Source: an optimization exercise on an open RTL-to-GDS flow (aim: small area and a short achievable clock period). Production flows keep margins and buffers that such runs may drop. Only simulation tests tie the RTL to the original design; equivalence was not proved. Power is estimated from default activity; no workload was simulated.

[design/flow/constraint.sdc]
create_clock -name core_clock -period 10.0 [get_ports {CLKEXT}]
set_input_delay 2.0000 -clock core_clock [delete_from_list [all_inputs] [get_ports {CLKEXT}]]
set_output_delay 2.0000 -clock core_clock [all_outputs]
set_load 0.01 [all_outputs]
[design/flow/standard.sh]
#!/bin/bash
# synth_recipe.tcl (not shown) runs the flow's synth.tcl, then flattens the netlist and writes it again
# the make line also repeats each setting of config.mk as NAME=value (left out here)
make -C /OpenROAD-flow-scripts/flow DESIGN_CONFIG=/design/flow/config.mk WORK_HOME=/design/flow/orfs CLKGATE_MAP_FILE= SYNTH_SCRIPT=/design/flow/synth_recipe.tcl "${@:-finish}"
[design/flow/config.mk]
export PLATFORM = sky130hd
export DESIGN_NAME = npu_top
export DESIGN_NICKNAME = npu_top
export VERILOG_FILES = /design/flow/design.v
export SDC_FILE = /design/flow/constraint.sdc
export NUM_CORES = 4
export LEC_CHECK = 0
export ABC_AREA = 1
export CAP_MARGIN = 20
export CORE_MARGIN = 2
export CORE_UTILIZATION = 65
export CTS_CLUSTER_DIAMETER = 60
export CTS_CLUSTER_SIZE = 30
export SLEW_MARGIN = 20
[design/flow/design.v]
module acc_step (
    input  wire [15:0] acc,
    input  wire [15:0] ps,
    input  wire [15:0] pc,
    input  wire        psg,
    input  wire        clr,
    output wire [15:0] nxt
);
    wire [15:0] sum = acc + ps + pc;
    wire ovf = (acc[15] == psg) & (sum[15] != acc[15]);
    assign nxt = clr ? 16'd0 : (ovf ? (acc[15] ? 16'h8000 : 16'h7FFF) : sum);
endmodule
module booth8_cs(input wire [7:0] a, input wire [7:0] b, output wire [15:0] s, output wire [15:0] c);
    wire [8:0] b9 = {b, 1'b0};
    wire one0 = b9[1] ^ b9[0];
    wire two0 = (b9[2] & ~b9[1] & ~b9[0]) | (~b9[2] & b9[1] & b9[0]);
    wire neg0 = b9[2] & ~(b9[1] & b9[0]);
    wire m0_0 = ((one0 & a[0]) | (two0 & 1'b0)) ^ neg0;
    wire m0_1 = ((one0 & a[1]) | (two0 & a[0])) ^ neg0;
    wire m0_2 = ((one0 & a[2]) | (two0 & a[1])) ^ neg0;
    wire m0_3 = ((one0 & a[3]) | (two0 & a[2])) ^ neg0;
    wire m0_4 = ((one0 & a[4]) | (two0 & a[3])) ^ neg0;
    wire m0_5 = ((one0 & a[5]) | (two0 & a[4])) ^ neg0;
    wire m0_6 = ((one0 & a[6]) | (two0 & a[5])) ^ neg0;
    wire m0_7 = ((one0 & a[7]) | (two0 & a[6])) ^ neg0;
    wire m0_8 = ((one0 & a[7]) | (two0 & a[7])) ^ neg0;
    wire m0_9 = ((one0 & a[7]) | (two0 & a[7])) ^ neg0;
    wire ns0 = ~m0_9;
    wire one1 = b9[3] ^ b9[2];
    wire two1 = (b9[4] & ~b9[3] & ~b9[2]) | (~b9[4] & b9[3] & b9[2]);
    wire neg1 = b9[4] & ~(b9[3] & b9[2]);
    wire m1_0 = ((one1 & a[0]) | (two1 & 1'b0)) ^ neg1;
    wire m1_1 = ((one1 & a[1]) | (two1 & a[0])) ^ neg1;
    wire m1_2 = ((one1 & a[2]) | (two1 & a[1])) ^ neg1;
    wire m1_3 = ((one1 & a[3]) | (two1 & a[2])) ^ neg1;
    wire m1_4 = ((one1 & a[4]) | (two1 & a[3])) ^ neg1;
    wire m1_5 = ((one1 & a[5]) | (two1 & a[4])) ^ neg1;
    wire m1_6 = ((one1 & a[6]) | (two1 & a[5])) ^ neg1;
    wire m1_7 = ((one1 & a[7]) | (two1 & a[6])) ^ neg1;
    wire m1_8 = ((one1 & a[7]) | (two1 & a[7])) ^ neg1;
    wire m1_9 = ((one1 & a[7]) | (two1 & a[7])) ^ neg1;
    wire ns1 = ~m1_9;
    wire one2 = b9[5] ^ b9[4];
    wire two2 = (b9[6] & ~b9[5] & ~b9[4]) | (~b9[6] & b9[5] & b9[4]);
    wire neg2 = b9[6] & ~(b9[5] & b9[4]);
    wire m2_0 = ((one2 & a[0]) | (two2 & 1'b0)) ^ neg2;
    wire m2_1 = ((one2 & a[1]) | (two2 & a[0])) ^ neg2;
    wire m2_2 = ((one2 & a[2]) | (two2 & a[1])) ^ neg2;
    wire m2_3 = ((one2 & a[3]) | (two2 & a[2])) ^ neg2;
    wire m2_4 = ((one2 & a[4]) | (two2 & a[3])) ^ neg2;
    wire m2_5 = ((one2 & a[5]) | (two2 & a[4])) ^ neg2;
    wire m2_6 = ((one2 & a[6]) | (two2 & a[5])) ^ neg2;
    wire m2_7 = ((one2 & a[7]) | (two2 & a[6])) ^ neg2;
    wire m2_8 = ((one2 & a[7]) | (two2 & a[7])) ^ neg2;
    wire m2_9 = ((one2 & a[7]) | (two2 & a[7])) ^ neg2;
    wire ns2 = ~m2_9;
    wire one3 = b9[7] ^ b9[6];
    wire two3 = (b9[8] & ~b9[7] & ~b9[6]) | (~b9[8] & b9[7] & b9[6]);
    wire neg3 = b9[8] & ~(b9[7] & b9[6]);
    wire m3_0 = ((one3 & a[0]) | (two3 & 1'b0)) ^ neg3;
    wire m3_1 = ((one3 & a[1]) | (two3 & a[0])) ^ neg3;
    wire m3_2 = ((one3 & a[2]) | (two3 & a[1])) ^ neg3;
    wire m3_3 = ((one3 & a[3]) | (two3 & a[2])) ^ neg3;
    wire m3_4 = ((one3 & a[4]) | (two3 & a[3])) ^ neg3;
    wire m3_5 = ((one3 & a[5]) | (two3 & a[4])) ^ neg3;
    wire m3_6 = ((one3 & a[6]) | (two3 & a[5])) ^ neg3;
    wire m3_7 = ((one3 & a[7]) | (two3 & a[6])) ^ neg3;
    wire m3_8 = ((one3 & a[7]) | (two3 & a[7])) ^ neg3;
    wire m3_9 = ((one3 & a[7]) | (two3 & a[7])) ^ neg3;
    wire ns3 = ~m3_9;
    wire ts1 = m0_6 ^ m1_4;
    wire tc2 = m0_6 & m1_4;
    wire ts3 = m0_7 ^ m1_5;
    wire tc4 = m0_7 & m1_5;
    wire ts5 = m0_8 ^ m1_6;
    wire tc6 = m0_8 & m1_6;
    wire ts7 = ns0 ^ m1_7 ^ m2_5;
    wire tc8 = (ns0 & m1_7) | (m2_5 & (ns0 ^ m1_7));
    wire ts9 = m1_8 ^ m2_6;
    wire tc10 = m1_8 & m2_6;
    wire ts11 = m0_4 ^ m1_2;
    wire tc12 = m0_4 & m1_2;
    wire ts13 = m0_5 ^ m1_3;
    wire tc14 = m0_5 & m1_3;
    wire ts15 = m2_2 ^ m3_0 ^ neg3;
    wire tc16 = (m2_2 & m3_0) | (neg3 & (m2_2 ^ m3_0));
    wire ts17 = m2_3 ^ m3_1 ^ tc2;
    wire tc18 = (m2_3 & m3_1) | (tc2 & (m2_3 ^ m3_1));
    wire ts19 = m2_4 ^ m3_2 ^ tc4;
    wire tc20 = (m2_4 & m3_2) | (tc4 & (m2_4 ^ m3_2));
    wire ts21 = m3_3 ^ 1'b1 ^ tc6;
    wire tc22 = (m3_3 & 1'b1) | (tc6 & (m3_3 ^ 1'b1));
    wire ts23 = m3_4 ^ 1'b1 ^ tc8;
    wire tc24 = (m3_4 & 1'b1) | (tc8 & (m3_4 ^ 1'b1));
    wire ts25 = ns1 ^ m2_7 ^ m3_5;
    wire tc26 = (ns1 & m2_7) | (m3_5 & (ns1 ^ m2_7));
    wire ts27 = m2_8 ^ m3_6;
    wire tc28 = m2_8 & m3_6;
    wire ts29 = m0_2 ^ m1_0;
    wire tc30 = m0_2 & m1_0;
    wire ts31 = m0_3 ^ m1_1;
    wire tc32 = m0_3 & m1_1;
    wire ts33 = m2_0 ^ neg2 ^ ts11;
    wire tc34 = (m2_0 & neg2) | (ts11 & (m2_0 ^ neg2));
    wire ts35 = m2_1 ^ tc12 ^ ts13;
    wire tc36 = (m2_1 & tc12) | (ts13 & (m2_1 ^ tc12));
    wire ts37 = ts1 ^ tc14 ^ ts15;
    wire tc38 = (ts1 & tc14) | (ts15 & (ts1 ^ tc14));
    wire ts39 = ts3 ^ tc16 ^ ts17;
    wire tc40 = (ts3 & tc16) | (ts17 & (ts3 ^ tc16));
    wire ts41 = ts5 ^ tc18 ^ ts19;
    wire tc42 = (ts5 & tc18) | (ts19 & (ts5 ^ tc18));
    wire ts43 = ts7 ^ tc20 ^ ts21;
    wire tc44 = (ts7 & tc20) | (ts21 & (ts7 ^ tc20));
    wire ts45 = ts9 ^ tc22 ^ ts23;
    wire tc46 = (ts9 & tc22) | (ts23 & (ts9 ^ tc22));
    wire ts47 = tc10 ^ tc24 ^ ts25;
    wire tc48 = (tc10 & tc24) | (ts25 & (tc10 ^ tc24));
    wire ts49 = 1'b1 ^ tc26 ^ ts27;
    wire tc50 = (1'b1 & tc26) | (ts27 & (1'b1 ^ tc26));
    wire ts51 = ns2 ^ m3_7 ^ tc28;
    wire tc52 = (ns2 & m3_7) | (tc28 & (ns2 ^ m3_7));
    wire ts53 = m3_8 ^ 1'b1;
    wire tc54 = m3_8 & 1'b1;
    assign s[0] = m0_0;
    assign c[0] = neg0;
    assign s[1] = m0_1;
    assign c[1] = 1'b0;
    assign s[2] = neg1;
    assign c[2] = ts29;
    assign s[3] = tc30;
    assign c[3] = ts31;
    assign s[4] = tc32;
    assign c[4] = ts33;
    assign s[5] = tc34;
    assign c[5] = ts35;
    assign s[6] = tc36;
    assign c[6] = ts37;
    assign s[7] = tc38;
    assign c[7] = ts39;
    assign s[8] = tc40;
    assign c[8] = ts41;
    assign s[9] = tc42;
    assign c[9] = ts43;
    assign s[10] = tc44;
    assign c[10] = ts45;
    assign s[11] = tc46;
    assign c[11] = ts47;
    assign s[12] = tc48;
    assign c[12] = ts49;
    assign s[13] = tc50;
    assign c[13] = ts51;
    assign s[14] = tc52;
    assign c[14] = ts53;
    assign s[15] = ns3;
    assign c[15] = tc54;
endmodule
module add16(input wire [15:0] x, input wire [15:0] y, output wire [15:0] z);
    wire [15:0] g0 = x & y;
    wire [15:0] p0 = x ^ y;
    wire g1_1 = g0[1] | (p0[1] & g0[0]);
    wire g1_3 = g0[3] | (p0[3] & g0[2]);
    wire p1_3 = p0[3] & p0[2];
    wire g1_5 = g0[5] | (p0[5] & g0[4]);
    wire p1_5 = p0[5] & p0[4];
    wire g1_7 = g0[7] | (p0[7] & g0[6]);
    wire p1_7 = p0[7] & p0[6];
    wire g1_9 = g0[9] | (p0[9] & g0[8]);
    wire p1_9 = p0[9] & p0[8];
    wire g1_11 = g0[11] | (p0[11] & g0[10]);
    wire p1_11 = p0[11] & p0[10];
    wire g1_13 = g0[13] | (p0[13] & g0[12]);
    wire p1_13 = p0[13] & p0[12];
    wire g1_15 = g0[15] | (p0[15] & g0[14]);
    wire p1_15 = p0[15] & p0[14];
    wire g2_2 = g0[2] | (p0[2] & g1_1);
    wire g2_3 = g1_3 | (p1_3 & g1_1);
    wire g2_6 = g0[6] | (p0[6] & g1_5);
    wire p2_6 = p0[6] & p1_5;
    wire g2_7 = g1_7 | (p1_7 & g1_5);
    wire p2_7 = p1_7 & p1_5;
    wire g2_10 = g0[10] | (p0[10] & g1_9);
    wire p2_10 = p0[10] & p1_9;
    wire g2_11 = g1_11 | (p1_11 & g1_9);
    wire p2_11 = p1_11 & p1_9;
    wire g2_14 = g0[14] | (p0[14] & g1_13);
    wire p2_14 = p0[14] & p1_13;
    wire g2_15 = g1_15 | (p1_15 & g1_13);
    wire p2_15 = p1_15 & p1_13;
    wire g3_4 = g0[4] | (p0[4] & g2_3);
    wire g3_5 = g1_5 | (p1_5 & g2_3);
    wire g3_6 = g2_6 | (p2_6 & g2_3);
    wire g3_7 = g2_7 | (p2_7 & g2_3);
    wire g3_12 = g0[12] | (p0[12] & g2_11);
    wire p3_12 = p0[12] & p2_11;
    wire g3_13 = g1_13 | (p1_13 & g2_11);
    wire p3_13 = p1_13 & p2_11;
    wire g3_14 = g2_14 | (p2_14 & g2_11);
    wire p3_14 = p2_14 & p2_11;
    wire g3_15 = g2_15 | (p2_15 & g2_11);
    wire p3_15 = p2_15 & p2_11;
    wire g4_8 = g0[8] | (p0[8] & g3_7);
    wire g4_9 = g1_9 | (p1_9 & g3_7);
    wire g4_10 = g2_10 | (p2_10 & g3_7);
    wire g4_11 = g2_11 | (p2_11 & g3_7);
    wire g4_12 = g3_12 | (p3_12 & g3_7);
    wire g4_13 = g3_13 | (p3_13 & g3_7);
    wire g4_14 = g3_14 | (p3_14 & g3_7);
    wire g4_15 = g3_15 | (p3_15 & g3_7);
    assign z[0] = p0[0];
    assign z[1] = p0[1] ^ g0[0];
    assign z[2] = p0[2] ^ g1_1;
    assign z[3] = p0[3] ^ g2_2;
    assign z[4] = p0[4] ^ g2_3;
    assign z[5] = p0[5] ^ g3_4;
    assign z[6] = p0[6] ^ g3_5;
    assign z[7] = p0[7] ^ g3_6;
    assign z[8] = p0[8] ^ g3_7;
    assign z[9] = p0[9] ^ g4_8;
    assign z[10] = p0[10] ^ g4_9;
    assign z[11] = p0[11] ^ g4_10;
    assign z[12] = p0[12] ^ g4_11;
    assign z[13] = p0[13] ^ g4_12;
    assign z[14] = p0[14] ^ g4_13;
    assign z[15] = p0[15] ^ g4_14;
endmodule
module npu_top(
    input  wire        CLKEXT,
    input  wire        RST_GLO,
    input  wire        EN_FSM,
    input  wire        EN_CONFIG,
    input  wire [7:0]  DA,
    input  wire [7:0]  DB,
    input  wire [7:0]  DC,
    input  wire [7:0]  DD,
    input  wire        RD_EN,
    input  wire        EN_PISO_DEB,
    input  wire        CLR_PISO_DEB,
    input  wire        SHIFT_DEB,
    input  wire        SEL_CON,
    output wire [7:0]  D_OUT,
    output wire        FULL,
    output wire        EMPTY
);
    wire RST = RST_GLO;
    reg [15:0] ssfr;
    always @(posedge CLKEXT)
        if (RST)            ssfr <= 16'h2280;
        else if (EN_CONFIG) ssfr <= {DA, DB};
    localparam IDLE = 3'd0, BIAS = 3'd1, ACC = 3'd2, LAST = 3'd3, WAIT = 3'd4;
    localparam O_IDLE = 3'd0, O_S1 = 3'd1, O_S2 = 3'd2, O_S3 = 3'd3, O_S4 = 3'd4, O_S5 = 3'd5;
    reg [15:0] counter;
    reg        ctr_out;
    reg [2:0]  state_acc, state_out;
    reg        out_done, acc_flag;
    reg        f_en_buf, f_clr_buf, f_en_mac, f_rst_mac, f_en_relu, f_clr_piso;
    reg        f_shift, f_en_piso, f_wr;
    always @(posedge CLKEXT) begin
        if (RST) begin
            counter <= {DB, DD};
            ctr_out <= 1'b0;
        end else begin
            ctr_out <= (counter == 16'd1);
            counter <= (counter == 16'd0) ? {DB, DD} : counter - 16'd1;
        end
    end
    always @(posedge CLKEXT) begin
        if (RST) begin
            f_shift <= 1'b0; f_en_piso <= 1'b0; f_wr <= 1'b0; out_done <= 1'b0;
            state_out <= O_IDLE;
        end else begin
            case (state_out)
                O_IDLE: begin
                    f_shift <= 1'b1; f_en_piso <= 1'b0; f_wr <= 1'b0; out_done <= 1'b0;
                    state_out <= f_en_relu ? O_S1 : O_IDLE;
                end
                O_S1: begin
                    f_shift <= 1'b0; f_en_piso <= 1'b1; f_wr <= 1'b0; out_done <= 1'b0;
                    state_out <= O_S2;
                end
                O_S2, O_S3, O_S4: begin
                    f_shift <= 1'b1; f_en_piso <= 1'b1; f_wr <= 1'b1; out_done <= 1'b0;
                    state_out <= state_out + 3'd1;
                end
                O_S5: begin
                    f_shift <= 1'b1; f_en_piso <= 1'b0; f_wr <= 1'b1; out_done <= 1'b1;
                    state_out <= O_IDLE;
                end
                default: begin
                    f_shift <= 1'b0; f_en_piso <= 1'b0; f_wr <= 1'b0; out_done <= 1'b0;
                    state_out <= O_IDLE;
                end
            endcase
        end
    end
    always @(posedge CLKEXT) begin
        if (RST) begin
            f_en_buf <= 1'b0; f_clr_buf <= 1'b1; f_en_mac <= 1'b0; f_rst_mac <= 1'b1;
            f_clr_piso <= 1'b1; f_en_relu <= 1'b0; acc_flag <= 1'b0;
            state_acc <= IDLE;
        end else begin
            case (state_acc)
                IDLE: begin
                    f_en_buf <= 1'b0; f_clr_buf <= 1'b1; f_en_mac <= 1'b0; f_rst_mac <= 1'b0;
                    f_clr_piso <= 1'b1; f_en_relu <= 1'b0; acc_flag <= 1'b0;
                    state_acc <= EN_FSM ? BIAS : IDLE;
                end
                BIAS: begin
                    f_en_buf <= 1'b0; f_clr_buf <= 1'b1; f_en_mac <= 1'b1; f_rst_mac <= 1'b1;
                    f_clr_piso <= 1'b0; f_en_relu <= acc_flag;
                    state_acc <= ACC;
                end
                ACC: begin
                    f_en_buf <= 1'b1; f_clr_buf <= 1'b0; f_en_mac <= 1'b1; f_rst_mac <= 1'b0;
                    f_clr_piso <= 1'b0; f_en_relu <= 1'b0; acc_flag <= 1'b1;
                    state_acc <= !ctr_out ? ACC : (EN_FSM ? BIAS : LAST);
                end
                LAST: begin
                    f_en_buf <= 1'b0; f_clr_buf <= 1'b0; f_en_mac <= 1'b1; f_rst_mac <= 1'b0;
                    f_clr_piso <= 1'b0; f_en_relu <= 1'b1;
                    state_acc <= WAIT;
                end
                WAIT: begin
                    f_en_buf <= 1'b0; f_clr_buf <= 1'b0; f_en_mac <= 1'b0; f_rst_mac <= 1'b0;
                    f_clr_piso <= 1'b0; f_en_relu <= 1'b0;
                    state_acc <= out_done ? IDLE : WAIT;
                end
                default: begin
                    f_en_buf <= 1'b0; f_clr_buf <= 1'b1; f_en_mac <= 1'b0; f_rst_mac <= 1'b1;
                    f_clr_piso <= 1'b1; f_en_relu <= 1'b0; acc_flag <= 1'b0;
                    state_acc <= IDLE;
                end
            endcase
        end
    end
    wire c_en_buf   = SEL_CON ? f_en_buf   : DC[7];
    wire c_clr_buf  = SEL_CON ? f_clr_buf  : DC[6];
    wire c_en_mac   = SEL_CON ? f_en_mac   : DC[5];
    wire c_rst_mac  = SEL_CON ? f_rst_mac  : DC[4];
    wire c_en_relu  = SEL_CON ? f_en_relu  : DC[3];
    wire c_shift    = SEL_CON ? f_shift    : DC[2];
    wire c_en_piso  = SEL_CON ? f_en_piso  : DC[1];
    wire c_clr_piso = SEL_CON ? f_clr_piso : DC[0];
    wire [8:0] con_hi = {c_en_buf, c_clr_buf, c_en_mac, c_rst_mac, c_en_relu,
                         c_shift, c_en_piso, c_clr_piso, f_wr};    
    reg [7:0] bA, bB, bC, bD;
    wire ld_buf = c_en_buf & ~c_clr_buf & ~RST;
    always @(posedge CLKEXT) begin
        bA <= ld_buf ? DA : 8'd0;
        bB <= ld_buf ? DB : 8'd0;
        bC <= ld_buf ? DC : 8'd0;
        bD <= ld_buf ? DD : 8'd0;
    end
    reg [15:0] dt_ssfr;
    reg [8:0]  dt_con;       
    reg [7:0]  dt_a, dt_b, dt_c, dt_d;
    reg        rst_d;
    always @(posedge CLKEXT) begin
        dt_ssfr <= ssfr;
        dt_con  <= con_hi;
        dt_a <= bA; dt_b <= bB; dt_c <= bC; dt_d <= bD;
        rst_d <= RST;
    end
    wire [15:0] s1, c1w, s2, c2w;
    booth8_cs MUL1 (.a(bA), .b(bB), .s(s1), .c(c1w));
    booth8_cs MUL2 (.a(bC), .b(bD), .s(s2), .c(c2w));
    wire sg1 = (bA[7] ^ bB[7]) & (|bA) & (|bB);
    wire sg2 = (bC[7] ^ bD[7]) & (|bC) & (|bD);
    reg [15:0] ps1, pc1, ps2, pc2;
    reg        psg1, psg2;
    reg [15:0] acc1_d, acc2_d;
    always @(posedge CLKEXT) begin
        ps1 <= c_en_mac ? s1 : 16'd0;
        pc1 <= c_en_mac ? c1w : 16'd0;
        ps2 <= c_en_mac ? s2 : 16'd0;
        pc2 <= c_en_mac ? c2w : 16'd0;
        psg1 <= c_en_mac & sg1;
        psg2 <= c_en_mac & sg2;
    end
    wire m_clr = dt_con[5] | rst_d;     
    wire [15:0] acc1_now, acc2_now;
    acc_step ACC1 (.acc(acc1_d), .ps(ps1), .pc(pc1), .psg(psg1), .clr(m_clr), .nxt(acc1_now));
    acc_step ACC2 (.acc(acc2_d), .ps(ps2), .pc(pc2), .psg(psg2), .clr(m_clr), .nxt(acc2_now));
    always @(posedge CLKEXT) begin
        acc1_d <= acc1_now;
        acc2_d <= acc2_now;
    end
    wire r_en = dt_con[4] & ~rst_d;     
    reg [15:0] largest;
    reg [7:0]  index, next_idx;
    wire g1 = r_en & ~(acc1_d[15] & ~dt_ssfr[12]);
    wire g2 = r_en & ~(acc2_d[15] & ~dt_ssfr[11]);
    wire [15:0] relu1 = g1 ? acc1_d : 16'd0;
    wire [15:0] relu2 = g2 ? acc2_d : 16'd0;
    wire a1_gt_l  = $signed(acc1_d) > $signed(largest);
    wire a2_gt_l  = $signed(acc2_d) > $signed(largest);
    wire a1_ge_a2 = $signed(acc1_d) >= $signed(acc2_d);
    wire r1_gt_l  = g1 ? a1_gt_l : largest[15];
    wire r2_gt_l  = g2 ? a2_gt_l : largest[15];
    wire r1_ge_r2 = g1 ? (g2 ? a1_ge_a2 : ~acc1_d[15])
                       : (g2 ? (acc2_d[15] | (acc2_d == 16'd0)) : 1'b1);
    wire c1 = r1_gt_l & r1_ge_r2;
    wire c2 = r2_gt_l;
    reg [15:0] largest_n;
    reg [7:0]  index_n, next_idx_n;
    always @* begin
        largest_n = largest; index_n = index; next_idx_n = next_idx;
        if (RST | ssfr[9]) begin
            largest_n = 16'h8000; index_n = 8'd0; next_idx_n = 8'd1;
        end else if (ssfr[10] & c_en_relu) begin
            if (c1) begin largest_n = relu1; index_n = next_idx; end
            else if (c2) begin largest_n = relu2; index_n = next_idx; end
            next_idx_n = next_idx + 8'd1;
        end
    end
    always @(posedge CLKEXT) begin
        largest <= largest_n; index <= index_n; next_idx <= next_idx_n;
    end
    reg [31:0] dt_out;
    reg [7:0]  po [0:3];
    reg [7:0]  po3_n;
    wire po_clr = c_clr_piso | RST;
    always @(posedge CLKEXT) dt_out <= {relu2, relu1};
    always @* begin
        if (po_clr)        po3_n = 8'd0;
        else if (!c_shift) po3_n = dt_out[31:24];
        else if (c_en_piso) po3_n = po[2];
        else               po3_n = po[3];
    end
    integer i;
    always @(posedge CLKEXT) begin
        if (po_clr) begin
            for (i = 0; i < 4; i = i + 1) po[i] <= 8'd0;
        end else if (!c_shift) begin
            for (i = 0; i < 4; i = i + 1) po[i] <= dt_out[8*i +: 8];
        end else if (c_en_piso) begin
            for (i = 3; i > 0; i = i - 1) po[i] <= po[i-1];
        end
    end
    wire [95:0] deb_in = {dt_ssfr, dt_con, 7'd0, acc2_d, acc1_d, dt_d, dt_c, dt_b, dt_a};
    reg  [7:0] pd [0:11];
    wire pd_clr   = CLR_PISO_DEB | RST;
    wire pd_load  = ~pd_clr & ~SHIFT_DEB;
    wire pd_shift = ~pd_clr & SHIFT_DEB & EN_PISO_DEB;
    wire pd_hold  = ~pd_clr & SHIFT_DEB & ~EN_PISO_DEB;
    reg  [7:0] pd_n [0:11];
    integer j;
    always @* begin
        pd_n[0] = ({8{pd_load}} & deb_in[7:0]) | ({8{pd_shift | pd_hold}} & pd[0]);
        for (j = 1; j < 12; j = j + 1)
            pd_n[j] = ({8{pd_load}} & deb_in[8*j +: 8]) | ({8{pd_shift}} & pd[j-1])
                    | ({8{pd_hold}} & pd[j]);
    end
    wire [7:0] pd11_n = pd_n[11];
    always @(posedge CLKEXT)
        for (j = 0; j < 12; j = j + 1) pd[j] <= pd_n[j];
    reg [7:0] mem [0:127];
    reg [6:0] wr_ptr, rp1;
    reg       full_r, empty_r;
    reg [7:0] rdata, head;
    wire wr = f_wr & ~full_r;
    wire rd = RD_EN & ~empty_r;
    wire one_left = (rp1 == wr_ptr);            
    wire [7:0] rdata_n = RST ? 8'd0 : (rd ? head : rdata);
    always @(posedge CLKEXT) begin
        if (wr) mem[wr_ptr] <= po[3];
    end
    always @(posedge CLKEXT) begin
        rdata <= rdata_n;
        if (rd) head <= (wr & one_left) ? po[3] : mem[rp1];
        else if (wr & empty_r) head <= po[3];
        if (RST) begin
            wr_ptr <= 7'd0; rp1 <= 7'd1; full_r <= 1'b0; empty_r <= 1'b1;
        end else begin
            if (wr) wr_ptr <= wr_ptr + 7'd1;
            if (rd) rp1 <= rp1 + 7'd1;
            full_r  <= (full_r & ~rd) | (wr & ~rd & (wr_ptr + 7'd2 == rp1));
            empty_r <= (empty_r & ~wr) | (rd & ~wr & one_left);
        end
    end
    wire [2:0] sel_n = RST ? 3'd1 : (EN_CONFIG ? DA[7:5] : ssfr[15:13]);
    reg  [7:0] dout_n;
    always @* begin
        case (sel_n)
            3'd0: dout_n = rdata_n;
            3'd1: dout_n = po3_n;
            3'd2: dout_n = index_n;
            3'd3: dout_n = largest_n[15:8];
            3'd4: dout_n = largest_n[7:0];
            3'd5: dout_n = pd11_n;
            default: dout_n = 8'd0;
        endcase
    end
    reg [7:0] dout;
    always @(posedge CLKEXT) dout <= dout_n;
    assign D_OUT = dout;
    assign FULL  = full_r;
    assign EMPTY = empty_r;
endmodule
[design/flow/flow/run.sh]
#!/bin/bash
set -euo pipefail
bash standard.sh SETUP_SLACK_MARGIN=6.85 finish > standard_flow.log 2>&1
==> results of run 1 <==
==> logic make-up after synthesis <==
kind of cell,after synthesis,share of synthesized area
and+or+nand+nor,2080,0.132
buffers and inverters,712,0.0480
muxes,2,0.000358
AOI/OAI and AO/OA,1370,0.121
adders and majority gates,176,0.0415
xor gates and xnor gates,111,0.0155
DFF,1497,0.641
==> stage by stage <==
| stage | total power [µW] | setup slack [ns] | area [µm²] |
|---|---|---|---|
| after floorplan | 7340 | 6.61 | 63000 |
| after CTS | 12200 | 6.67 | 69100 |
| final | 12200 | 6.71 | 70000 |
| after global placement | 7590 | 4.94 | 64000 |
| after detailed placement | 7600 | 4.90 | 64000 |
| after global routing | 12500 | 6.58 | 70000 |
==> worst max-delay path, delay by kind of cell (launching register included) <==
| family | cells | cell delay (ns) |
|---|---|---|
| flops | 1 | 0.53 |
| simple gates | 4 | 2.09 |
| buf+inv | 2 | 0.29 |
==> power breakdown <==
group,internal (µW),switching (µW)
Combinational,274,481
Clock,2130,2530
Sequential,6660,150
==> flip-flops by register name (all words and copies together) (netlist names), 16 cells and up, named ones only <==
name,count
mem,1024
pd,96
dt_out,32
po,32
acc1_d,16
acc2_d,16
counter,16
dt_ssfr,16
largest,16
ssfr,16
==> per-layer routing <==
layer,up-vias,track usage,share of wire
met1,21997,0.502,0.39
li1,20657,-,-
met2,2469,0.555,0.46
met5,-,0,0.000072
met4,2,0.157,0.046
met3,446,0.0523,0.094
==> area by class of cell <==
class	instances	area, µm²
Fill cell	6772	26300
Multi-Input combinational cell	3742	20400
Antenna cell	3	7.51
Timing Repair Buffer	177	2200
Clock inverter	85	1170
Inverter	390	1580
Tap cell	1276	1600
Sequential cell	1497	40400
Clock buffer	106	2580
Timing Repair inverter	10	68.8
==> layout by cell type, fill, tap and decap left out, drive strengths merged, types with 53 or more instances in the layout <==
master | netlist | layout
edfxtp | 1032 | 1032
nor2 | 942 | 942
nand2 | 831 | 833
o21ai | 736 | 736
dfxtp | 465 | 465
inv | 376 | 426
o22ai | 312 | 312
nand3 | 212 | 213
a21oi | 188 | 188
buf | 131 | 128
ha | 122 | 122
clkbuf | 191 | 111
xor2 | 68 | 68
fa | 54 | 54
o211ai | 53 | 53
==> Yosys cell counts, types with 7 or more instances <==
library cell,count
a21boi_0,12
a21oi_1,188
a221oi_1,9
a31oi_1,31
and3_1,7
buf_1,21
buf_2,73
buf_4,13
buf_6,22
clkbuf_1,191
clkinv_1,14
dfxtp_1,465
edfxtp_1,1032
fa_1,54
ha_1,122
inv_1,365
inv_2,7
nand2_1,827
nand3_1,209
nand4_1,22
nor2_1,937
nor3_1,40
nor4_1,8
o211ai_1,52
o21ai_0,662
o21ai_1,72
o221ai_1,7
o22ai_1,312
o31ai_1,9
or2_2,10
xnor2_1,43
xor2_1,68
==> worst max-delay path by stage <==
stage,start,end,slack [ns],depth (start not counted)
after floorplan,SEL_CON,dout[7],6.61,13
after global placement,SEL_CON,next_idx[7],4.94,9
after detailed placement,SEL_CON,next_idx[7],4.90,9
after CTS,f_wr,mem[69][0],6.67,6
after global routing,f_wr,mem[38][3],6.58,6
final,f_wr,mem[78][5],6.71,6
==> timing repair <==
item / in CTS / in global routing
cloned: 21 / 6
pin swaps: 15 / 35
setup buffers: 32 / 36
resized for setup: 274 / 141
endpoints found under the setup margin: 963 / 915
hold buffers: 0 / 0
==> flow_metrics.py, run 1 <==
metrics = {
    "critical_path": {
        "endpoint_kind": "register",
        "slowest_stage": "nor2_2",
        "critPathLaunchType": "register",
        "rrSetupSlack_ns": 6.71,
        "path_max_fanout": 16,
        "max_stage_delay_ns": 0.75,
        "path_class": "reg2reg",
        "timing.rr.end": "mem[78][5]",
        "path_cells": "inv_1 -> nor2_1 -> inv_1 -> nor2_1 -> nand2_2 -> nor2_2",
        "critPathArrivalTime_ns": 3.67,
        "r2r-start": "f_wr",
        "r2r.worst_path.cells": 6,
        "required_ns": 10.38,
    },
    "sta": {
        "timing.hold.ws_ns": 0.352,
        "maxSlewHeadroom": 0.206,
        "min_period_over_period": 0.329,
        "setup_violations": 0,
        "finalHoldViolCount": 0,
        "finalSetupTns_ns": 0,
        "fmax_ghz": 0.304,
        "skew_ns": 0.0503,
        "slew_viol_final": 0,
        "fin_crit_ns": 3.29,
        "rsz0062_at_grt": "yes",
        "worst_pin_slew_ns": 1.19,
    },
    "power": {
        "p_per_area_mw_per_mm2": 175,
        "leakage_uw": 0.0258,
        "peakVddDrop_v": 0.000214,
    },
    "synth": {
        "synth_area_leaders": "edfxtp_1 49%, dfxtp_1 15%, nor2_1 5.6%",
        "yosysTopAreaCell": "edfxtp_1",
        "async_reset_ff_frac": 0,
        "synthFlopType": "edfxtp_1",
        "ys_types": 53,
        "synth_area_mm2": 0.0628,
        "synthCells": 5948,
        "syn_area_per_cell_um2": 10.6,
        "synth_top_area_frac": 0.493,
        "synth_edf_count": 1032,
        "synth.ff_latch_count": 1497,
        "ys_warn_count": 4,
        "syn-num-nets": 6165,
        "ys_seq_area_frac": 0.641,
    },
    "floorplan": {
        "rows": 114,
        "io_pins": 51,
        "core_region_area_mm2": 0.0963,
        "die_h_um": 315,
        "initial_core_util": 0.653,
        "dieArea_mm2": 0.0992,
        "die_x_um": 315,
    },
    "layout": {
        "nNetsFinal": 6136,
        "layoutNonFillerInstCount": 7286,
        "drive_gt1_frac": 0.102,
        "area_growth_pct": 11.4,
        "final_util": 0.727,
    },
    "detailed_routing": {
        "wl_per_cell_um": 24.7,
        "drc_errors": 0,
        "drt_first_iter_violations": 5911,
        "vias": 45571,
        "viasPerCell": 6.25,
        "wl_mm": 180,
        "drtAntennaViolNets": 0,
        "drtPass1Iterations": 6,
    },
    "clock_tree": {
        "htreeDepth": 3,
        "cts_tree": "built",
        "clockBufferDepth": 3,
        "cts_root_buffer": "clkbuf_16",
        "clock_latency_ns": 0.76,
        "cts.clk_slew.worst_paths_ns": 0.10,
        "cts_buffers": 101,
        "cts_sinks": 1497,
    },
    "grt": {
        "grt.total_usage": 0.356,
        "grt_max_degree": 105,
        "first_global_vias": 42080,
        "grt_overflow_total": 0,
        "grt_antenna_before_repair": 2,
        "grt_pass1_wl_mm": 263,
    },
    "place": {
        "finalWeightedCongestion": 0.984,
        "dpl.cell_count": 6997,
        "io_buffers": 50,
        "hpwlAfterDp_mm": 106,
    },
    "min_path": {
        "min_to": "dt_ssfr[1]",
        "hold_path.class": "reg2reg",
        "min_from": "ssfr[1]",
        "whs_path_depth": 0,
    },
    "outcome": {
        "status": "complete, no violations",
    },
    "job": {
        "drv_cap": 0,
    },
}
==> inputs of run 2 (changes only) <==
--- a/design/flow/design.v
+++ b/design/flow/design.v
@@ -457,3 +457,3 @@
     reg [7:0] mem [0:127];
-    reg [6:0] wr_ptr, rp1;
+    reg [6:0] ra;                               
     reg       full_r, empty_r;
@@ -462,6 +462,18 @@
     wire rd = RD_EN & ~empty_r;
-    wire one_left = (rp1 == wr_ptr);            
+    wire one_left = (ra == 7'd127);             
     wire [7:0] rdata_n = RST ? 8'd0 : (rd ? head : rdata);
+    wire [7:0]  rsel_lo = 8'd1 << ra[2:0];
+    wire [15:0] rsel_hi = 16'd1 << ra[6:3];
+    reg  [7:0]  mem_ra;
+    integer k;
+    always @* begin
+        mem_ra = 8'd0;
+        for (k = 0; k < 128; k = k + 1)
+            mem_ra = mem_ra | ({8{rsel_lo[k % 8] & rsel_hi[k / 8]}} & mem[k]);
+    end
     always @(posedge CLKEXT) begin
-        if (wr) mem[wr_ptr] <= po[3];
+        if (wr) begin
+            mem[0] <= po[3];
+            for (k = 1; k < 128; k = k + 1) mem[k] <= mem[k-1];
+        end
     end
@@ -469,10 +481,10 @@
         rdata <= rdata_n;
-        if (rd) head <= (wr & one_left) ? po[3] : mem[rp1];
+        if (rd) head <= (wr & one_left) ? po[3] : mem_ra;
         else if (wr & empty_r) head <= po[3];
         if (RST) begin
-            wr_ptr <= 7'd0; rp1 <= 7'd1; full_r <= 1'b0; empty_r <= 1'b1;
+            ra <= 7'd126; full_r <= 1'b0; empty_r <= 1'b1;
         end else begin
-            if (wr) wr_ptr <= wr_ptr + 7'd1;
-            if (rd) rp1 <= rp1 + 7'd1;
-            full_r  <= (full_r & ~rd) | (wr & ~rd & (wr_ptr + 7'd2 == rp1));
+            if (wr & ~rd) ra <= ra + 7'd1;
+            else if (rd & ~wr) ra <= ra - 7'd1;
+            full_r  <= (full_r & ~rd) | (wr & ~rd & (ra == 7'd125));
             empty_r <= (empty_r & ~wr) | (rd & ~wr & one_left);
==> design/flow/flow/run.sh (replaced) <==
#!/bin/bash
set -euo pipefail
bash standard.sh SETUP_SLACK_MARGIN=6.75 finish > standard_flow.log 2>&1
--- a/design/flow/config.mk
+++ b/design/flow/config.mk
@@ -7,6 +7,5 @@
 export LEC_CHECK = 0
-export ABC_AREA = 1
 export CAP_MARGIN = 20
 export CORE_MARGIN = 2
-export CORE_UTILIZATION = 65
+export CORE_UTILIZATION = 60
 export CTS_CLUSTER_DIAMETER = 60
==> flow_metrics.py, run 2 <==
metrics = {
    "grt": {
        "grt.total_usage": 0.459,
        "first_global_vias": 38835,
        "grt_overflow_total": 0,
        "grt_max_degree": 107,
        "grt_pass1_wl_mm": 311,
        "grt_antenna_before_repair": 17,
    },
    "sta": {
        "worst_pin_slew_ns": 1.22,
        "skew_ns": 0.0490,
        "min_period_over_period": 0.341,
        "fin_crit_ns": 3.41,
        "slew_viol_final": 0,
        "finalHoldViolCount": 0,
        "timing.hold.ws_ns": 0.353,
        "setup_violations": 0,
        "rsz0062_at_grt": "yes",
        "fmax_ghz": 0.293,
        "maxSlewHeadroom": 0.187,
        "setup_slack_ns": 6.59,
    },
    "layout": {
        "drive_gt1_frac": 0.183,
        "regMostFlops": "mem",
        "area_growth_pct": 17.2,
        "most-common-layout-cells": "1032 x edfxtp_1, 409 x dfxtp_1, 280 x a22oi_1",
        "layout_commonest_cell": "edfxtp_1",
        "top_regs": "mem (1024), pd (96)",
        "finalInstanceArea_mm2": 0.0682,
        "final_util": 0.707,
        "largest_register_ffs": 1024,
        "nNetsFinal": 4710,
        "fillCellCount": 6632,
    },
    "synth": {
        "synthFlopType": "edfxtp_1",
        "synth_edf_count": 1032,
        "ys_warn_count": 5,
        "synth_area_leaders": "edfxtp_1 53%, dfxtp_1 16%, a22oi_1 3.7%",
        "syn-num-nets": 4393,
        "synth_top_area_frac": 0.533,
        "yosysTopAreaCell": "edfxtp_1",
        "yosysMostFrequentCell": "edfxtp_1",
        "async_reset_ff_frac": 0,
        "ys_seq_area_frac": 0.688,
        "synth_area_mm2": 0.0582,
        "synth_commonest_cells": "1032 x edfxtp_1, 451 x dfxtp_1, 295 x nor2_1",
        "synth.ff_latch_count": 1483,
        "syn_area_per_cell_um2": 13.9,
        "ys_types": 79,
        "synthCells": 4173,
    },
    "floorplan": {
        "die_x_um": 315,
        "initial_core_util": 0.604,
        "core_region_area_mm2": 0.0964,
        "io_pins": 51,
        "dieArea_mm2": 0.0995,
        "die_h_um": 315,
        "rows": 114,
    },
    "place": {
        "hpwlAfterDp_mm": 158,
        "finalWeightedCongestion": 1.09,
        "place_ws_ns": 4.63,
        "io_buffers": 50,
        "placed_area_mm2": 0.0614,
    },
    "outcome": {
        "status": "complete, no violations",
    },
    "clock_tree": {
        "cts_sinks": 1483,
        "cts_buffers": 105,
        "clockBufferDepth": 3,
        "cts_root_buffer": "clkbuf_16",
        "cts_tree": "built",
        "cts.clk_slew.worst_paths_ns": 0.08,
        "hold_buffers": 0,
        "clock_latency_ns": 0.76,
        "htreeDepth": 3,
    },
    "power": {
        "seqPwrFrac": 0.551,
        "power_uw": 12000,
        "peakVddDrop_v": 0.000172,
        "switching_share": 0.250,
        "p_per_area_mw_per_mm2": 176,
        "leakage_uw": 0.0235,
        "pwr-share-clk": 0.400,
        "p_comb_frac": 0.049,
        "p_sw_uw": 3000,
        "p_int_uw": 9010,
    },
    "detailed_routing": {
        "drc_errors": 0,
        "drtAntennaViolNets": 0,
        "drt_first_iter_violations": 8169,
        "wl_mm": 229,
        "wl_per_cell_um": 39.0,
        "viasPerCell": 7.19,
        "vias": 42319,
        "drtPass1Iterations": 9,
    },
    "critical_path": {
        "max_stage_delay_ns": 0.78,
        "endpoint_kind": "register",
        "critPathLaunchType": "register",
        "required_ns": 10.49,
        "slowest_stage": "nor2_4",
        "critPathArrivalTime_ns": 3.90,
        "path_cells": "nor2b_4 -> nand3_2 -> nor2_4 -> a22o_1 -> a221oi_1 -> nand4_1 -> nor4_2 -> a31oi_1",
        "path_max_fanout": 14,
        "path_class": "reg2reg",
    },
    "job": {
        "drv_cap": 0,
    },
    "min_path": {
        "hold_path.class": "reg2reg",
    },
}
run 2: changes by cell type in the layout (fill, tap and decap cells not counted), sizes merged, moves of 54 or more:
| cell | previous run | this run |
|---|---|---|
| inv | 426 | 148 |
| nor2b | 0 | 54 |
| and2 | 0 | 61 |
| nand3 | 213 | 78 |
| a22o | 0 | 142 |
| mux2i | 0 | 145 |
| a22oi | 1 | 283 |
| nand2 | 833 | 244 |
| nand4 | 22 | 83 |
| o21ai | 736 | 141 |
| o22ai | 312 | 3 |
| a221oi | 10 | 129 |
| nor2 | 942 | 297 |
| buf | 128 | 313 |
run 2: layer usage:
| metal | up-vias | global-route usage | routed length (µm) |
|---|---|---|---|
| met4 | 18 | 0.359 | 24700 |
| met5 | - | 0.0166 | 265 |
| met3 | 1139 | 0.171 | 32900 |
| li1 | 16844 | - | - |
| met1 | 20528 | 0.543 | 72800 |
| met2 | 3790 | 0.680 | 98700 |
run 2: area by class of cell:
type                            instances  area [µm²]  area share
Antenna cell                           26        65.1    0.000954
Timing Repair Buffer                  356        3330      0.0488
Tap cell                             1276        1600      0.0234
Inverter                              105         435     0.00638
Sequential cell                      1483       40100       0.588
Clock buffer                          111        2680      0.0393
Multi-Input combinational cell       2439       18800       0.275
Clock inverter                         86        1200      0.0176
run 2: worst paths after layout:
| check | startpoint | slack (ns) | cells after the start | endpoint |
|---|---|---|---|---|
| min reg2reg | ssfr[5] | 0.35 | 0 | dt_ssfr[5] |
| min | ssfr[5] | 0.35 | 0 | dt_ssfr[5] |
| max reg2reg | ra[5] | 6.59 | 8 | head[3] |
| max | ra[5] | 6.59 | 8 | head[3] |
run 2: metrics by stage:
stage           TNS, ns  cells
5_1_grt               0   5858
3_5_place_dp          0   5515
2_1_floorplan  -6672.82   4173
3_3_place_gp          0   5512
6_report              0   5882
4_1_cts               0   5784
run 2: cells by family (layout without fill, tap and decap cells):
group                    Yosys count  in the layout  synth area share
multiplexers                     151            151            0.0262
AND/OR/NAND/NOR                  964            971            0.0792
adder cells (fa/ha/maj)          180            180            0.0458
XOR/XNOR                         121            121            0.0182
flip-flops                      1483           1483             0.688
buffers and inverters            258            658            0.0170
other                              0             26                 0
AO/OA/AOI/OAI                   1016           1016             0.126
run 2: power groups by stage:
stage | Clock (µW) | Sequential, µW | Combinational [µW]
after global placement | 0 | 6760 | 453
final | 4810 | 6620 | 587
after CTS | 4800 | 6620 | 520
after detailed placement | 0 | 6760 | 459
after floorplan | 0 | 6730 | 316
after global routing | 5020 | 6620 | 631
run 2: what timing repair did:
item / in CTS / in global routing
resized for setup: 321 / 159
pin swaps: 31 / 56
cloned: 12 / 2
endpoints found under the setup margin: 552 / 432
setup buffers: 60 / 70
run 2: critical path, delay by kind of cell, from the launching register on:
kind / cells / cell delay, ns
simple gates: 5 / 1.92
flops: 1 / 0.53
compound gates: 3 / 0.69
==> inputs of run 3 (changes only) <==
--- a/design/flow/design.v
+++ b/design/flow/design.v
@@ -464,11 +464,30 @@
     wire [7:0] rdata_n = RST ? 8'd0 : (rd ? head : rdata);
-    wire [7:0]  rsel_lo = 8'd1 << ra[2:0];
-    wire [15:0] rsel_hi = 16'd1 << ra[6:3];
-    reg  [7:0]  mem_ra;
+    reg [7:0] t1 [0:31];
+    reg [7:0] t2 [0:7];
+    reg [7:0] t3 [0:1];
     integer k;
     always @* begin
-        mem_ra = 8'd0;
-        for (k = 0; k < 128; k = k + 1)
-            mem_ra = mem_ra | ({8{rsel_lo[k % 8] & rsel_hi[k / 8]}} & mem[k]);
+        for (k = 0; k < 32; k = k + 1)
+            case (ra[1:0])
+                2'd0: t1[k] = mem[4*k];
+                2'd1: t1[k] = mem[4*k+1];
+                2'd2: t1[k] = mem[4*k+2];
+                default: t1[k] = mem[4*k+3];
+            endcase
+        for (k = 0; k < 8; k = k + 1)
+            case (ra[3:2])
+                2'd0: t2[k] = t1[4*k];
+                2'd1: t2[k] = t1[4*k+1];
+                2'd2: t2[k] = t1[4*k+2];
+                default: t2[k] = t1[4*k+3];
+            endcase
+        for (k = 0; k < 2; k = k + 1)
+            case (ra[5:4])
+                2'd0: t3[k] = t2[4*k];
+                2'd1: t3[k] = t2[4*k+1];
+                2'd2: t3[k] = t2[4*k+2];
+                default: t3[k] = t2[4*k+3];
+            endcase
     end
+    wire [7:0] mem_ra = ra[6] ? t3[1] : t3[0];
     always @(posedge CLKEXT) begin
--- a/design/flow/config.mk
+++ b/design/flow/config.mk
@@ -9,3 +9,3 @@
 export CORE_MARGIN = 2
-export CORE_UTILIZATION = 60
+export CORE_UTILIZATION = 65
 export CTS_CLUSTER_DIAMETER = 60
==> flow_metrics.py, run 3 <==
metrics = {
    "power": {
        "p_int_uw": 8820,
        "leakage_uw": 0.0232,
        "p_per_area_mw_per_mm2": 170,
        "p_comb_frac": 0.048,
        "seqPwrFrac": 0.577,
        "p_sw_uw": 2700,
        "pwr-share-clk": 0.375,
        "switching_share": 0.234,
        "peakVddDrop_v": 0.000138,
    },
    "sta": {
        "fmax_ghz": 0.299,
        "setup_violations": 0,
        "timing.hold.ws_ns": 0.358,
        "finalHoldViolCount": 0,
        "min_period_over_period": 0.334,
        "slew_viol_final": 0,
        "rsz0062_at_grt": "yes",
        "worst_pin_slew_ns": 0.874,
        "maxSlewHeadroom": 0.414,
        "skew_ns": 0.0330,
        "fin_crit_ns": 3.34,
    },
    "synth": {
        "ys_seq_area_frac": 0.662,
        "ys_types": 72,
        "synthAdderAreaFrac": 0.0439,
        "synth_top_family_by_area": "multiplexers",
        "yosysMostFrequentCell": "edfxtp_1",
        "async_reset_ff_frac": 0,
        "ys_warn_count": 8,
        "synthMuxAreaShare": 0.149,
        "synthCells": 3820,
        "synth.ff_latch_count": 1483,
        "synth_area_leaders": "edfxtp_1 51%, dfxtp_1 15%, mux4_2 12%",
        "yosysTopAreaCell": "edfxtp_1",
        "yosys.area_share.simple": 0.0529,
        "synth_commonest_cells": "1032 x edfxtp_1, 451 x dfxtp_1, 309 x mux4_2",
        "synthFlopType": "edfxtp_1",
        "synth_edf_count": 1032,
        "synthXorXnorAreaFrac": 0.0171,
        "syn_area_per_cell_um2": 15.8,
        "synth_area_mm2": 0.0604,
        "synth_top_area_frac": 0.513,
        "synth-compound-area-share": 0.0533,
        "syn-num-nets": 4040,
    },
    "critical_path": {
        "r2r.worst_path.cells": 12,
        "endpoint_kind": "register",
        "path_cells": "buf_6 -> nand2b_4 -> ha_4 -> inv_6 -> fa_2 -> a21oi_2 -> nor2_1 -> nor2_2 -> o21bai_1 -> a21oi_2 -> xnor2_2 -> nor3_1 -> or3b_4",
        "slowest_stage": "or3b_4",
        "critPathLaunchType": "input pin",
        "timing.rr.end": "dout[5]",
        "critPathBufInv": 2,
        "path_class": "in2reg",
        "max_stage_delay_ns": 0.40,
        "setup.worst_path.start": "RD_EN",
        "required_ns": 10.59,
        "critPathArrivalTime_ns": 3.93,
        "path_common_cell": "a21oi_2",
        "crit_family": "simple AND/OR/NAND/NOR gates",
        "r2r-start": "largest[5]",
        "rrSetupSlack_ns": 6.72,
        "path_max_fanout": 4,
    },
    "layout": {
        "layoutNonFillerInstCount": 5219,
        "multi_input_area_mm2": 0.0198,
        "most-common-layout-cells": "1032 x edfxtp_1, 399 x dfxtp_1, 309 x mux4_2",
        "regMostFlops": "mem",
        "fillCellCount": 5690,
        "register_area_mm2": 0.0401,
        "nNetsFinal": 4115,
        "area_growth_pct": 11.9,
        "drive_gt1_frac": 0.203,
        "largest_register_ffs": 1024,
        "layout_commonest_cell": "edfxtp_1",
        "top_regs": "mem (1024), pd (96)",
    },
    "floorplan": {
        "rows": 111,
        "core_region_area_mm2": 0.0919,
        "io_pins": 51,
        "dieArea_mm2": 0.0954,
        "initial_core_util": 0.657,
        "die_h_um": 309,
        "die_x_um": 309,
    },
    "place": {
        "finalWeightedCongestion": 0.897,
        "dpl.cell_count": 4935,
        "io_buffers": 50,
        "hpwlAfterDp_mm": 77.2,
    },
    "outcome": {
        "status": "complete, no violations",
    },
    "clock_tree": {
        "cts_tree": "built",
        "htreeDepth": 3,
        "cts_root_buffer": "clkbuf_16",
        "cts_buffers": 94,
        "clockBufferDepth": 3,
        "cts_sinks": 1483,
        "hold_buffers": 0,
        "cts.clk_slew.worst_paths_ns": 0.09,
        "clock_latency_ns": 0.71,
    },
    "grt": {
        "first_global_vias": 32971,
        "grt_overflow_total": 0,
        "grt_max_degree": 226,
        "grt.total_usage": 0.272,
        "grt_pass1_wl_mm": 198,
        "grt_antenna_before_repair": 0,
    },
    "detailed_routing": {
        "drtPass1Iterations": 5,
        "wl_mm": 130,
        "vias": 33077,
        "drtAntennaViolNets": 0,
        "drt_first_iter_violations": 3335,
        "wl_per_cell_um": 24.9,
        "viasPerCell": 6.34,
        "drc_errors": 0,
    },
    "min_path": {
        "min_from": "ssfr[5]",
        "min_to": "dt_ssfr[5]",
        "whs_path_depth": 0,
        "hold_path.class": "reg2reg",
    },
    "job": {
        "drv_cap": 0,
    },
}
-- run 3: worst register-to-register path: stages, from the launching register on --
cell,delay (ns)
dfxtp_2,0.36
inv_4,0.05
ha_4,0.24
a211oi_2,0.24
nor2_1,0.07
o31a_1,0.25
or4_4,0.54
mux2i_4,0.23
o211ai_1,0.23
buf_4,0.25
nand2_8,0.09
a221o_1,0.35
a221o_1,0.26
-- run 3: power groups by stage --
stage / Combinational [µW] / Sequential [µW] / Clock, µW
CTS: 510 / 6650 / 4410
floorplan: 361 / 6740 / 0
global route: 606 / 6650 / 4610
finish: 557 / 6640 / 4320
detailed placement: 466 / 6790 / 0
global placement: 447 / 6780 / 0
-- run 3: layer usage --
layer,track usage,wire [µm],part of all wire
met5,0,0,0
met4,0.0822,3810,0.029
met3,0.0385,7980,0.061
met2,0.426,61400,0.47
met1,0.404,56600,0.44
-- run 3: how the worst max path moves through the flow --
stage / slack, ns / endpoint / cells after the start
floorplan: -8.16 / ra[6] / 13
global placement: 4.91 / ra[6] / 13
detailed placement: 4.86 / dout[5] / 10
CTS: 6.68 / head[0] / 7
global route: 6.59 / ra[6] / 13
finish: 6.66 / ra[6] / 13
-- run 3: cell type report --
class / instances / share of cell area
clock inverter: 72 / 0.0142
clock buffer: 102 / 0.0365
sequential: 1483 / 0.594
timing repair inverter: 3 / 0.000333
multi-input combinational: 2026 / 0.293
tap: 1243 / 0.0230
antenna: 3 / 0.000111
timing repair buffer: 183 / 0.0325
inverter: 104 / 0.00613
-- run 3: cell families after synthesis --
family | Yosys count
buffers and inverters | 318
adders and majority gates | 179
AOI/OAI and AO/OA | 525
muxes | 511
xor gates and xnor gates | 118
DFF | 1483
and+or+nand+nor | 686
-- run 3: repair_timing --
| action | CTS | global route |
|---|---|---|
| pin swaps | 27 | 28 |
| buffers inserted | 45 | 38 |
| setup endpoints to repair | 872 | 500 |
| gates cloned | 15 | 8 |
| gates resized for setup | 240 | 86 |
-- run 3: per-stage QoR --
stage	utilization	power [µW]	TNS [ns]	instance area, µm²	setup WS, ns
2_1_floorplan	-	7100	-6668.03	60600	-8.16
3_3_place_gp	0.675	7230	0	62000	4.91
5_1_grt	0.735	11900	0	67600	6.59
4_1_cts	0.727	11600	0	66800	6.68
3_5_place_dp	0.675	7250	0	62000	4.86
6_report	0.735	11500	0	67600	6.66
==> inputs of run 4 (changes only) <==
--- a/design/flow/design.v
+++ b/design/flow/design.v
@@ -458,2 +458,3 @@
     reg [6:0] ra;                               
+    reg [6:0] ra_p, ra_m;                       
     reg       full_r, empty_r;
@@ -503,7 +504,11 @@
         if (RST) begin
-            ra <= 7'd126; full_r <= 1'b0; empty_r <= 1'b1;
+            ra <= 7'd126; ra_p <= 7'd127; ra_m <= 7'd125;
+            full_r <= 1'b0; empty_r <= 1'b1;
         end else begin
-            if (wr & ~rd) ra <= ra + 7'd1;
-            else if (rd & ~wr) ra <= ra - 7'd1;
-            full_r  <= (full_r & ~rd) | (wr & ~rd & (ra == 7'd125));
+            if (wr & ~rd) begin
+                ra <= ra_p; ra_p <= ra_p + 7'd1; ra_m <= ra;
+            end else if (rd & ~wr) begin
+                ra <= ra_m; ra_p <= ra; ra_m <= ra_m - 7'd1;
+            end
+            full_r  <= (full_r & ~rd) | (wr & ~rd & (ra_p == 7'd126));
             empty_r <= (empty_r & ~wr) | (rd & ~wr & one_left);
==> flow_metrics.py, run 4 <==
metrics = {
    "outcome": {
        "status": "complete, no violations",
    },
    "place": {
        "placed_area_mm2": 0.0627,
        "hpwlAfterDp_mm": 81.4,
        "finalWeightedCongestion": 0.928,
        "io_buffers": 50,
    },
    "clock_tree": {
        "cts.clk_slew.worst_paths_ns": 0.10,
        "htreeDepth": 3,
        "cts_root_buffer": "clkbuf_16",
        "cts_sinks": 1497,
        "clock_latency_ns": 0.72,
        "cts_buffers": 99,
        "clockBufferDepth": 3,
        "cts_tree": "built",
    },
    "critical_path": {
        "critPathLaunchType": "input pin",
        "required_ns": 10.57,
        "slowest_stage": "or4_1",
        "path_common_cell": "buf_4",
        "r2r.worst_path.cells": 11,
        "timing.rr.end": "dout[5]",
        "max_stage_delay_ns": 0.43,
        "rrSetupSlack_ns": 6.68,
        "r2r-start": "acc1_d[5]",
        "path_class": "in2reg",
        "critPathArrivalTime_ns": 3.90,
        "path_max_fanout": 8,
        "critPathBufInv": 4,
        "crit_family": "simple AND/OR/NAND/NOR gates",
        "endpoint_kind": "register",
        "path_cells": "buf_4 -> buf_12 -> a211oi_4 -> inv_1 -> nor4_2 -> buf_4 -> and2_4 -> a222oi_1 -> nand4_1 -> or4_1",
    },
    "layout": {
        "area_growth_pct": 13.0,
        "nNetsFinal": 4247,
        "fillCellCount": 5637,
        "largest_register_ffs": 1024,
        "antenna_cells": 0,
        "finalInstanceArea_mm2": 0.0690,
        "drive_gt1_frac": 0.204,
        "layout_commonest_cell": "edfxtp_1",
        "top_regs": "mem (1024), pd (96)",
        "most-common-layout-cells": "1032 x edfxtp_1, 408 x dfxtp_1, 301 x mux4_2",
        "regMostFlops": "mem",
    },
    "min_path": {
        "whs_path_depth": 0,
        "hold_path.class": "reg2reg",
        "min_to": "dt_ssfr[4]",
        "min_from": "ssfr[4]",
    },
    "sta": {
        "maxSlewHeadroom": 0.365,
        "rsz0062_at_grt": "yes",
        "setup_violations": 0,
        "slew_viol_final": 0,
        "fmax_ghz": 0.300,
        "finalHoldViolCount": 0,
        "min_period_over_period": 0.333,
        "skew_ns": 0.0366,
        "worst_pin_slew_ns": 0.953,
        "fin_crit_ns": 3.33,
    },
    "power": {
        "p_per_area_mw_per_mm2": 176,
        "peakVddDrop_v": 0.000188,
        "leakage_uw": 0.0239,
        "power_uw": 12100,
    },
    "grt": {
        "grt_max_degree": 221,
        "grt_pass1_wl_mm": 212,
        "grt_overflow_total": 0,
        "grt_antenna_before_repair": 8,
        "grt.total_usage": 0.285,
        "first_global_vias": 34838,
    },
    "synth": {
        "ys_warn_count": 8,
        "synth_top_area_frac": 0.507,
        "syn-num-nets": 4155,
        "synth_area_leaders": "edfxtp_1 51%, dfxtp_1 15%, mux4_2 11%",
        "syn_area_per_cell_um2": 15.5,
        "synthFlopType": "edfxtp_1",
        "async_reset_ff_frac": 0,
        "synth_commonest_cells": "1032 x edfxtp_1, 465 x dfxtp_1, 301 x mux4_2",
        "synth_edf_count": 1032,
        "synth_area_mm2": 0.0611,
        "ys_seq_area_frac": 0.660,
        "ys_types": 69,
        "synth.ff_latch_count": 1497,
        "yosysMostFrequentCell": "edfxtp_1",
        "synthCells": 3938,
        "yosysTopAreaCell": "edfxtp_1",
    },
    "detailed_routing": {
        "vias": 34673,
        "viasPerCell": 6.46,
        "drtAntennaViolNets": 0,
        "drc_errors": 0,
        "drtPass1Iterations": 6,
        "drt_first_iter_violations": 4255,
        "wl_per_cell_um": 25.7,
        "wl_mm": 138,
    },
    "floorplan": {
        "rows": 112,
        "die_h_um": 311,
        "die_x_um": 311,
        "io_pins": 51,
        "initial_core_util": 0.656,
        "dieArea_mm2": 0.0965,
        "core_region_area_mm2": 0.0932,
    },
    "job": {
        "drv_cap": 0,
    },
}
## run 4: changes by cell type after synthesis, moves of 14 or more
cell	previous run	this run
o21ai_0	153	167
nor2_1	175	202
buf_2	29	47
nand4_1	13	29
nand2_1	258	244
nand3_1	21	48
a21oi_1	156	142
dfxtp_1	451	465
o31ai_1	4	34
## run 4: through the flow
| stage | setup slack [ns] | TNS [ns] | hold slack (ns) | cells | utilization |
|---|---|---|---|---|---|
| 2_1_floorplan | -7.12 | -6756.84 | 0.324 | 3938 | - |
| 3_3_place_gp | 4.46 | 0 | 0.342 | 5059 | 0.673 |
| 3_5_place_dp | 4.40 | 0 | 0.343 | 5059 | 0.673 |
| 4_1_cts | 6.69 | 0 | 0.337 | 5332 | 0.734 |
| 5_1_grt | 6.61 | 0 | 0.346 | 5368 | 0.741 |
| 6_report | 6.67 | 0 | 0.329 | 5368 | 0.741 |
## run 4: logic make-up (layout without fill, tap and decap cells)
logic type | Yosys count | after routing | share of synthesized area
buffers and inverters | 331 | 503 | 0.0217
multiplexers | 500 | 500 | 0.144
adder cells (fa/ha/maj) | 176 | 176 | 0.0427
AO/OA/AOI/OAI | 563 | 563 | 0.0575
XOR/XNOR | 118 | 118 | 0.0169
flip-flops | 1497 | 1497 | 0.660
AND/OR/NAND/NOR | 753 | 757 | 0.0580
## run 4: timing repair
item	4_1_cts	5_1_grt
gates cloned	19	4
buffers inserted	69	31
hold buffers	0	0
resized for setup	272	77
setup endpoints to repair	751	495
pin swaps	30	32
## run 4: per-layer routing
layer / global-route usage / vias up / share of wire
li1: - / 15227 / -
met1: 0.436 / 17739 / 0.43
met2: 0.432 / 1459 / 0.47
met3: 0.0509 / 240 / 0.080
met4: 0.0722 / 8 / 0.024
met5: 0 / - / 0.00038
## run 4: where the power goes
group | internal [µW] | leakage, µW | total [µW] | switching [µW]
clock | 2230 | 0.00187 | 4760 | 2530
sequential | 6610 | 0.0131 | 6730 | 115
combinational | 283 | 0.00895 | 633 | 351
total | 9120 | 0.0239 | 12100 | 3000
## run 4: final cells by class
type / count / area, µm² / share of cell area
multi-input cells: 2114 / 20100 / 0.291
repair buffers: 212 / 2560 / 0.0371
clock buffers: 103 / 2520 / 0.0366
well taps: 1254 / 1570 / 0.0227
clock inverters: 82 / 1400 / 0.0203
repair inverters: 2 / 12.5 / 0.000181
flip-flops and latches: 1497 / 40400 / 0.586
inverters: 104 / 407 / 0.00589
## run 4: worst max-delay path by stage
stage / startpoint / end / slack, ns / depth (start not counted)
finish: RST_GLO / dout[5] / 6.67 / 10
global placement: SEL_CON / dout[7] / 4.46 / 9
detailed placement: SEL_CON / dout[7] / 4.40 / 9
global route: acc2_d[8] / dout[5] / 6.61 / 13
floorplan: full_r / ra_p[5] / -7.12 / 8
CTS: EN_CONFIG / dout[5] / 6.69 / 10
## run 4: worst register-to-register path: stages, from the launching register on
cell and delay (ns):
dfxtp_2 0.59, ha_1 0.34, nand4_1 0.17, nor4_4 0.08, or4_1 0.52, nor4_2 0.20
nor3b_2 0.08, buf_4 0.16, buf_4 0.15, a21oi_4 0.28, o21ai_1 0.14, or4_1 0.51

-- re-timing with driven ports --
The results above use ideal ports. As a check the final layouts listed here were re-extracted and re-timed, cells and wires unchanged. Step 1 (the two cells are an assumption about what drives the block):
set clk [get_ports {CLKEXT}]
set_driving_cell -lib_cell sky130_fd_sc_hd__clkbuf_16 $clk
set_driving_cell -lib_cell sky130_fd_sc_hd__buf_2 [delete_from_list [all_inputs] $clk]
Step 2 times the ports against the registers' clock, not the clock port: input delays grow and output delays shrink by t, the midpoint of the rising clock arrivals with the driver on. Slacks: ideal / step 1 / step 2; pairs: ideal / step 1.
run	shift t [ns]	slack for setup (ns)	clock arrival spread, ns
run 1	0.801	6.712 / 6.677 / 6.002	0.065 / 0.065
run 2	0.807	6.590 / 6.590 / 5.879	0.055 / 0.056
run 3	0.762	6.659 / 6.696 / 5.933	0.045 / 0.045
run 4	0.768	6.668 / 6.681 / 5.939	0.041 / 0.040
After both steps setup and hold are still met in every run listed. The setup slack of run 4, which loses most, moves by +0.013 ns with the drivers and by -0.729 ns with both steps.
